Source: an optimization exercise on an open RTL-to-GDS flow (aim: small area, a short achievable clock period and few clock cycles per item). Production flows keep margins and buffers that such runs may drop.
Function was checked by simulation only, so behaviour that the tests miss may differ from the original.

## flow/design.v (module list and top-level ports; edited modules follow where they fit)
// module GSIM: 1082 lines
module GSIM (                        
	input          i_clk,
	input          i_reset,
	input          i_module_en,
	input  [  4:0] i_matrix_num,
	output         o_proc_done,
	output         o_mem_rreq,
	output [  9:0] o_mem_addr,
	input          i_mem_rrdy,
	input  [255:0] i_mem_dout,
	input          i_mem_dout_vld,
	output 	       o_x_wen,
	output reg [  8:0] o_x_addr,
	output reg [ 31:0] o_x_data  
);
  // ...
==> flow/run.sh <==
#!/bin/bash
# synth_recipe.tcl (not shown) runs the flow's synth.tcl, then flattens the netlist and writes it again
# the make line also repeats each setting of config.mk as NAME=value (left out here)
make -C /OpenROAD-flow-scripts/flow DESIGN_CONFIG=/design/flow/config.mk WORK_HOME=/design/flow/orfs CLKGATE_MAP_FILE= SYNTH_SCRIPT=/design/flow/synth_recipe.tcl finish
==> flow/config.mk <==
export PLATFORM = sky130hd
export DESIGN_NAME = GSIM
export DESIGN_NICKNAME = GSIM
export VERILOG_FILES = /design/flow/design.v
export SDC_FILE = /design/flow/constraint.sdc
export NUM_CORES = 8
export LEC_CHECK = 0
export CAP_MARGIN = 20
export CORE_MARGIN = 2
export CORE_UTILIZATION = 40
export SLEW_MARGIN = 20
==> flow/constraint.sdc <==
create_clock -name core_clock -period 12.5 [get_ports {i_clk}]
set_input_delay 2.5000 -clock core_clock [delete_from_list [all_inputs] [get_ports {i_clk}]]
set_output_delay 2.5000 -clock core_clock [all_outputs]
set_load 0.01 [all_outputs]
==> flow_metrics.env, run 1 <==
export IMPL_instances_no_fill=32300
export IMPL_buf_share=0.0293
export IMPL_die_w_um=841
export IMPL_r2r_end="X_Data[12][2]$_DFFE_PP0P_"
export IMPL_reg_largest_list="Matrix_Data x4096, X_Data x512, B_Data x256"
export IMPL_synth_edf_count=4352
export IMPL_cts_root_buf="clkbuf_16"
export IMPL_maxSlewViolCount=0
export IMPL_final_common_cell="edfxtp_1"
export IMPL_synthArstFlopShare=0.206
export IMPL_hold_path_class="reg -> reg"
export IMPL_cts_sinks=5484
export IMPL_htreeDepth=6
export IMPL_synth_compound_area_share=0.159
export IMPL_crit_family="simple AND/OR/NAND/NOR gates"
export IMPL_ant_nets=0
export IMPL_synth_most_common_cell="edfxtp_1"
export IMPL_route_detailed_drc=0
export IMPL_wl_met1_um=415000
export IMPL_status="timing/DRC/antenna clean"
export IMPL_setup_slack_ns=0.355
export IMPL_fp_row_count=307
export IMPL_multi_input_area_sq_um=109000
export IMPL_grt_use_met3=0.101
export IMPL_synthesis_area_sq_um=280000
export IMPL_slowest_stage="or4_2"
Testbench counts, summed over its fixed seeds: cycles 668,164, matrices 143.
==> inputs of run 2 (changes only) <==
==> flow/design.v (replaced) <==
module GSIM (
	input          i_clk,
	input          i_reset,
	input          i_module_en,
	input  [  4:0] i_matrix_num,
	output         o_proc_done,
	output         o_mem_rreq,
	output [  9:0] o_mem_addr,
	input          i_mem_rrdy,
	input  [255:0] i_mem_dout,
	input          i_mem_dout_vld,
	output         o_x_wen,
	output [  8:0] o_x_addr,
	output [ 31:0] o_x_data
);
localparam ST_IDLE  = 3'd0;
localparam ST_BIN1  = 3'd1;    
localparam ST_BIN2  = 3'd2;    
localparam ST_RUN   = 3'd3;
localparam ST_DONE  = 3'd4;
reg  [2:0] st;
reg        ph;           
reg  [3:0] j;            
reg  [4:0] p;            
reg  [4:0] m;            
reg        wen_r;
reg  [8:0] xaddr_r;
reg        done_r;
reg  [9:0] f_addr;
reg  [4:0] f_col;        
reg  [4:0] f_pass;
reg  [4:0] f_sys;
reg        f_more;
reg        outst;        
reg        n_full;
reg  [255:0] nw;         
reg  [255:0] ww;         
reg  [255:0] bw;         
reg  signed [35:0] acc [0:15];
reg  signed [31:0] xr;
function [31:0] sat36;
	input [35:0] v;
	begin
		if (v[35:31] == 5'b00000 || v[35:31] == 5'b11111) sat36 = v[31:0];
		else sat36 = v[35] ? 32'h80000000 : 32'h7fffffff;
	end
endfunction
function [31:0] sat48;
	input [47:0] v;
	begin
		if (v[47:31] == 17'h00000 || v[47:31] == 17'h1ffff) sat48 = v[31:0];
		else sat48 = v[47] ? 32'h80000000 : 32'h7fffffff;
	end
endfunction
function [31:0] satd;    
	input [47:0] v;
	begin
		if (v[47:45] == 3'b000 || v[47:45] == 3'b111) satd = v[45:14];
		else satd = v[47] ? 32'h80000000 : 32'h7fffffff;
	end
endfunction
wire is_a     = (st == ST_RUN) & ~ph;
wire is_b     = (st == ST_RUN) &  ph;
wire a_go     = is_a & n_full;
wire bin1_go  = (st == ST_BIN1) & n_full;
wire consume  = a_go | bin1_go;
wire last_col = (p == 5'd17) & (j == 4'd15);
wire last_sys = (m == i_matrix_num - 5'd1);
wire n_next   = (n_full & ~consume) | outst;
wire next_a   = is_b | (st == ST_BIN2) | (is_a & ~n_full) | ((st == ST_BIN1) & ~n_full)
              | (a_go & last_col & ~last_sys);
wire rreq     = f_more & (~n_next | next_a);
wire accept   = rreq & i_mem_rrdy;
wire landing  = outst & i_mem_dout_vld;
assign o_mem_rreq = rreq;
assign o_mem_addr = f_addr;
always @(posedge i_clk or posedge i_reset) begin
	if (i_reset) begin
		f_addr <= 10'd16;
		f_col  <= 5'd16;
		f_pass <= 5'd0;
		f_sys  <= 5'd0;
		f_more <= 1'b0;
		outst  <= 1'b0;
		n_full <= 1'b0;
	end else begin
		outst  <= accept;
		n_full <= landing | (n_full & ~consume);
		if (st == ST_IDLE && i_module_en) f_more <= 1'b1;
		if (accept) begin
			if (f_col == 5'd16) begin
				f_col  <= 5'd0;
				f_pass <= 5'd1;
				f_addr <= f_addr - 10'd16;
			end else if (f_col == 5'd15) begin
				if (f_pass == 5'd17) begin
					if (f_sys == i_matrix_num - 5'd1) f_more <= 1'b0;
					f_sys  <= f_sys + 5'd1;
					f_col  <= 5'd16;
					f_addr <= f_addr + 10'd18;
				end else begin
					f_col  <= 5'd0;
					f_pass <= f_pass + 5'd1;
					f_addr <= f_addr - 10'd15;
				end
			end else begin
				f_col  <= f_col + 5'd1;
				f_addr <= f_addr + 10'd1;
			end
		end
	end
end
always @(posedge i_clk) begin
	if (landing) nw <= i_mem_dout;
end
always @(posedge i_clk or posedge i_reset) begin
	if (i_reset) begin
		st      <= ST_IDLE;
		ph      <= 1'b0;
		j       <= 4'd0;
		p       <= 5'd0;
		m       <= 5'd0;
		wen_r   <= 1'b0;
		xaddr_r <= 9'd0;
		done_r  <= 1'b0;
	end else begin
		wen_r <= 1'b0;
		case (st)
		ST_IDLE: if (i_module_en) st <= ST_BIN1;
		ST_BIN1: if (n_full) st <= ST_BIN2;
		ST_BIN2: begin
			st <= ST_RUN;
			ph <= 1'b0;
			j  <= 4'd0;
			p  <= 5'd1;
		end
		ST_RUN: begin
			if (ph) begin
				ph <= 1'b0;
				j  <= j + 4'd1;
				if (j == 4'd15) p <= p + 5'd1;
			end else if (n_full) begin
				if (p == 5'd17) begin
					wen_r   <= 1'b1;
					xaddr_r <= {m, j};
				end
				if (last_col) begin
					if (last_sys) begin
						st     <= ST_DONE;
						done_r <= 1'b1;
					end else begin
						st <= ST_BIN1;
						m  <= m + 5'd1;
					end
				end else begin
					ph <= 1'b1;
				end
			end
		end
		default: ;
		endcase
	end
end
assign o_x_wen     = wen_r;
assign o_x_addr    = xaddr_r;
assign o_x_data    = xr;
assign o_proc_done = done_r;
wire [15:0] dval = nw[16*j +: 16];
wire [35:0] sval = acc[j];
wire signed [15:0] dop_a = dval;
wire signed [31:0] dop_b = sat36(sval);
wire signed [47:0] dop_p = dop_a * dop_b;
always @(posedge i_clk) begin
	if (a_go) begin
		xr <= satd(dop_p);
		ww <= nw;
	end
	if (bin1_go) bw <= nw;
end
wire [3:0] pc = ph ? j : j - 4'd1;
wire [4:0] pq = (ph || j != 4'd0) ? p : p - 5'd1;
wire       pv = (st == ST_RUN) & (ph | n_full);
genvar k, r;
generate
	for (k = 0; k < 8; k = k + 1) begin : g_mul
		localparam [3:0] KK = k;
		wire [3:0] off = KK - pc - 4'd1;
		wire       hi  = off[3] ^ ~ph;            
		wire [3:0] row = {hi, KK[2:0]};
		wire signed [15:0] aa = hi ? ww[16*(k+8) +: 16] : ww[16*k +: 16];
		wire signed [47:0] pp = aa * xr;
		wire [31:0] ps = sat48(pp);
		wire en = pv & (row != pc) & ((pq >= 5'd2) | ((pq == 5'd1) & (row < pc)));
	end
	for (r = 0; r < 16; r = r + 1) begin : g_acc
		wire       upd = g_mul[r % 8].en & (g_mul[r % 8].hi == (r >= 8));
		wire       rst = (st == ST_BIN2) | (a_go & (j == r));
		always @(posedge i_clk) begin
			if (rst)
				acc[r] <= {{4{bw[16*r+15]}}, bw[16*r +: 16], 16'd0};
			else if (upd)
				acc[r] <= acc[r] - {{4{g_mul[r % 8].ps[31]}}, g_mul[r % 8].ps};
		end
	end
endgenerate
endmodule
==> flow_metrics.env, run 2 <==
export IMPL_wl_um=1020000
export IMPL_grt_pass1_wl_um=1490000
export IMPL_layout_area_seq_sq_um=40200
export IMPL_die_w_um=794
export IMPL_status="failed layout checks"
export IMPL_tns_ns=-110.42
export IMPL_slew_headroom=0.220
export IMPL_largest_reg_flops=576
export IMPL_yosysSeqAreaShare=0.161
export IMPL_initial_core_util=0.401
export IMPL_worst_pin_slew_ns=1.17
export IMPL_slowest_stage="fa_1"
export IMPL_cts_sinks=1433
export IMPL_reg2regPathDepth=68
export IMPL_synth_most_common_cell="inv_1"
export IMPL_hold_viol=0
export IMPL_fillers=58800
export IMPL_insertion_delay_ns=0.97
export IMPL_multi_input_area_sq_um=189000
export IMPL_grt_use_total=0.320
export IMPL_route_detailed_drc=0
export IMPL_place_inst=39000
export IMPL_die_area_sq_um=631000
export IMPL_setup_slack_ns=-1.04
export IMPL_ys_seq_elements=1433
export IMPL_top_layer="met5"
export IMPL_firstDrtPassIters=11
export IMPL_arrival_ns=14.19
export IMPL_cts_tree="yes"
export IMPL_drv_cap=0
export IMPL_routed_via_density=5.42
export IMPL_fin_nets=37400
export IMPL_grt_pass1_vias=222000
export IMPL_ant_nets=0
export IMPL_crit_type="reg -> reg"
export IMPL_area_delta_synth_final_pct=22.7
export IMPL_io_buffers=319
export IMPL_maxSlewViolCount=0
export IMPL_worst_setup_path_start_kind="flop"
export IMPL_fp_row_count=290
export IMPL_vias=215000
export IMPL_min_period_over_period=1.08
export IMPL_die_y_um=794
export IMPL_synthTopCellsByArea="fa_1, edfxtp_1, inv_1, ha_1, nand2_1"
export IMPL_wl_per_cell_um=25.7
export IMPL_skew_ns=0.0842
export IMPL_finalCriticalPeriod_ns=13.54
export IMPL_wl_met2_um=447000
export IMPL_hold_path_class="reg -> reg"
export IMPL_synth_avg_cell_area_sq_um=9.05
export IMPL_dp_slack_ns=-1.43
export IMPL_hpwlAfterDp_um=839000
export IMPL_netlist_top_cells_count="inv_1, fa_1, nand2_1, ha_1, clkbuf_1"
export IMPL_gp_congestion=1.09
export IMPL_final_common_cell="inv_1"
export IMPL_syn_num_nets=33800
export IMPL_setup_viol=290
export IMPL_final_core_util=0.492
export IMPL_yosysTopAreaCellShare=0.351
export IMPL_yosys_warnings=2
export IMPL_clk_path_buf_depth=4
export IMPL_yosys_most_used_dff="edfxtp_1"
export IMPL_cts_buffers=181
export IMPL_r2r_start="j[1]$_DFFE_PP0P_"
export IMPL_synthArstFlopShare=0.0398
export IMPL_clk_pin_slew_ns=0.07
export IMPL_required_ns=13.15
export IMPL_critPathCaptureType="flop"
export IMPL_drive_gt1_frac=0.187
export IMPL_so_faults="setup timing"
export IMPL_rsz0062_at_grt="true"
export IMPL_wl_met1_um=406000
export IMPL_cts_root_buf="clkbuf_16"
export IMPL_fmax_mhz=73.8
export IMPL_synthesis_area_sq_um=250000
export IMPL_cp_max_fo=10
export IMPL_instances_no_fill=39800
export IMPL_drt_initial_drc_count=21300
export IMPL_synth_largest_area_cell="fa_1"
export IMPL_worstHoldPathCells=1
export IMPL_htreeDepth=4
export IMPL_syn_inst=27600
export IMPL_grt_overflow=0
export IMPL_core_area_sq_um=623000
export IMPL_min_from="f_addr[9]$_DFFE_PP0P_"
export IMPL_crit_path_max_incr_delay_ns=0.56
export IMPL_max_flop_register="acc"
export IMPL_synth_distinct_cells=127
export IMPL_synth_edf_count=1120
export IMPL_wl_met3_um=96900
export IMPL_grt_max_degree=106
export IMPL_startpoint="j[1]$_DFFE_PP0P_"
export IMPL_final_cell_mix="inv_1, fa_1, buf_4, nand2_1, ha_1"
export IMPL_crit_path_frequent_cell="a21oi_2"
export IMPL_antenna_found_initial=188
export IMPL_num_io_pins=320
## run 2: cell types whose count changed after synthesis, sizes merged, moves of 468 or more
| cell | change |
|---|---|
| edfxtp | -3232 |
| ha | +1159 |
| inv | +3635 |
| o22ai | -474 |
| and2 | +648 |
| nand2 | +1977 |
| dfrtp | -1066 |
| a21oi | +612 |
| a22oi | -2118 |
| xnor2 | +514 |
| fa | +2709 |
| nor2b | +468 |
## run 2: path summary, 6_finish.rpt
| check | slack [ns] | to |
|---|---|---|
| max in group asynchronous | 9.59 | j[1]$_DFFE_PP0P_ |
| hold reg to reg | 0.48 | f_addr[9]$_DFFE_PP0P_ |
| setup reg to reg | -1.04 | acc[8][34]$_DFFE_PP_ |
| min in group asynchronous | 2.12 | xaddr_r[2]$_DFFE_PP0P_ |
| hold / removal | 0.48 | f_addr[9]$_DFFE_PP0P_ |
| setup / recovery | -1.04 | acc[8][34]$_DFFE_PP_ |
## run 2: logic make-up after synthesis
group                      synth area share
adders and majority gates             0.431
AOI/OAI and AO/OA                     0.108
muxes                                0.0138
xor gates and xnor gates             0.0345
buffers and inverters                 0.101
and+or+nand+nor                       0.151
DFF                                   0.161
## run 2: routing by layer
layer,vias to the layer above,global-route usage
met2,9352,0.495
li1,94400,-
met4,72,0.180
met1,109000,0.415
met5,-,0.00529
met3,2125,0.0728
## run 2: cell type report
cell class,count,share of cell area
clock inverters,120,0.00396
well taps,8322,0.0340
diodes,120,0.000980
multi-input cells,19500,0.616
flip-flops and latches,1433,0.131
clock buffers,212,0.0154
inverters,5329,0.0654
repair buffers,4788,0.133
## run 2: through the flow
stage	instance area, sq um	hold slack (ns)
5_1_grt	306000	0.499
2_1_floorplan	250000	0.437
4_1_cts	304000	0.477
6_report	307000	0.475
3_3_place_gp	293000	0.444
3_5_place_dp	293000	0.464
## run 2: critical path, delay by kind of cell (launching register included)
kind / cells / cell delay [ns]
mux: 1 / 0.25
buf+inv: 15 / 1.43
fa+ha+maj: 9 / 4.00
xor+xnor: 3 / 0.52
simple gates: 6 / 1.13
flops: 1 / 0.49
compound gates: 34 / 5.35
## run 2: timing repair
action,in CTS,in global routing
gates cloned,15,12
pin swaps,317,268
setup buffers,255,91
gates resized for setup,577,391
hold buffers,0,0
endpoints found under the setup margin,341,429
Testbench counts of run 2, summed over its fixed seeds: cycles 81,210, matrices 143.

-- afterwards: timing with drivers on the ports --
Ports are ideal in the flow. The routed layouts listed here were re-timed in OpenROAD.
Step 1 (the two cells are an assumption about what drives the block):
set clk [get_ports {i_clk}]
set_driving_cell -lib_cell sky130_fd_sc_hd__clkbuf_16 $clk
set_driving_cell -lib_cell sky130_fd_sc_hd__buf_2 [delete_from_list [all_inputs] $clk]
Step 2 times the ports against the registers' clock, not the clock port: input delays grow and output delays shrink by t, the midpoint of the rising clock arrivals with the driver on.
Three values: ideal, step 1, step 2; two values: the first two.
run | shift t [ns] | setup slack, ns | worst setup path at the end | slew at the worst register clock pin (ns)
run 1 | 1.228 | 0.355 / 0.355 / 0.355 | register to register | 0.08 / 0.08
run 2 | 1.052 | -1.042 / -1.042 / -1.042 | register to register | 0.08 / 0.08
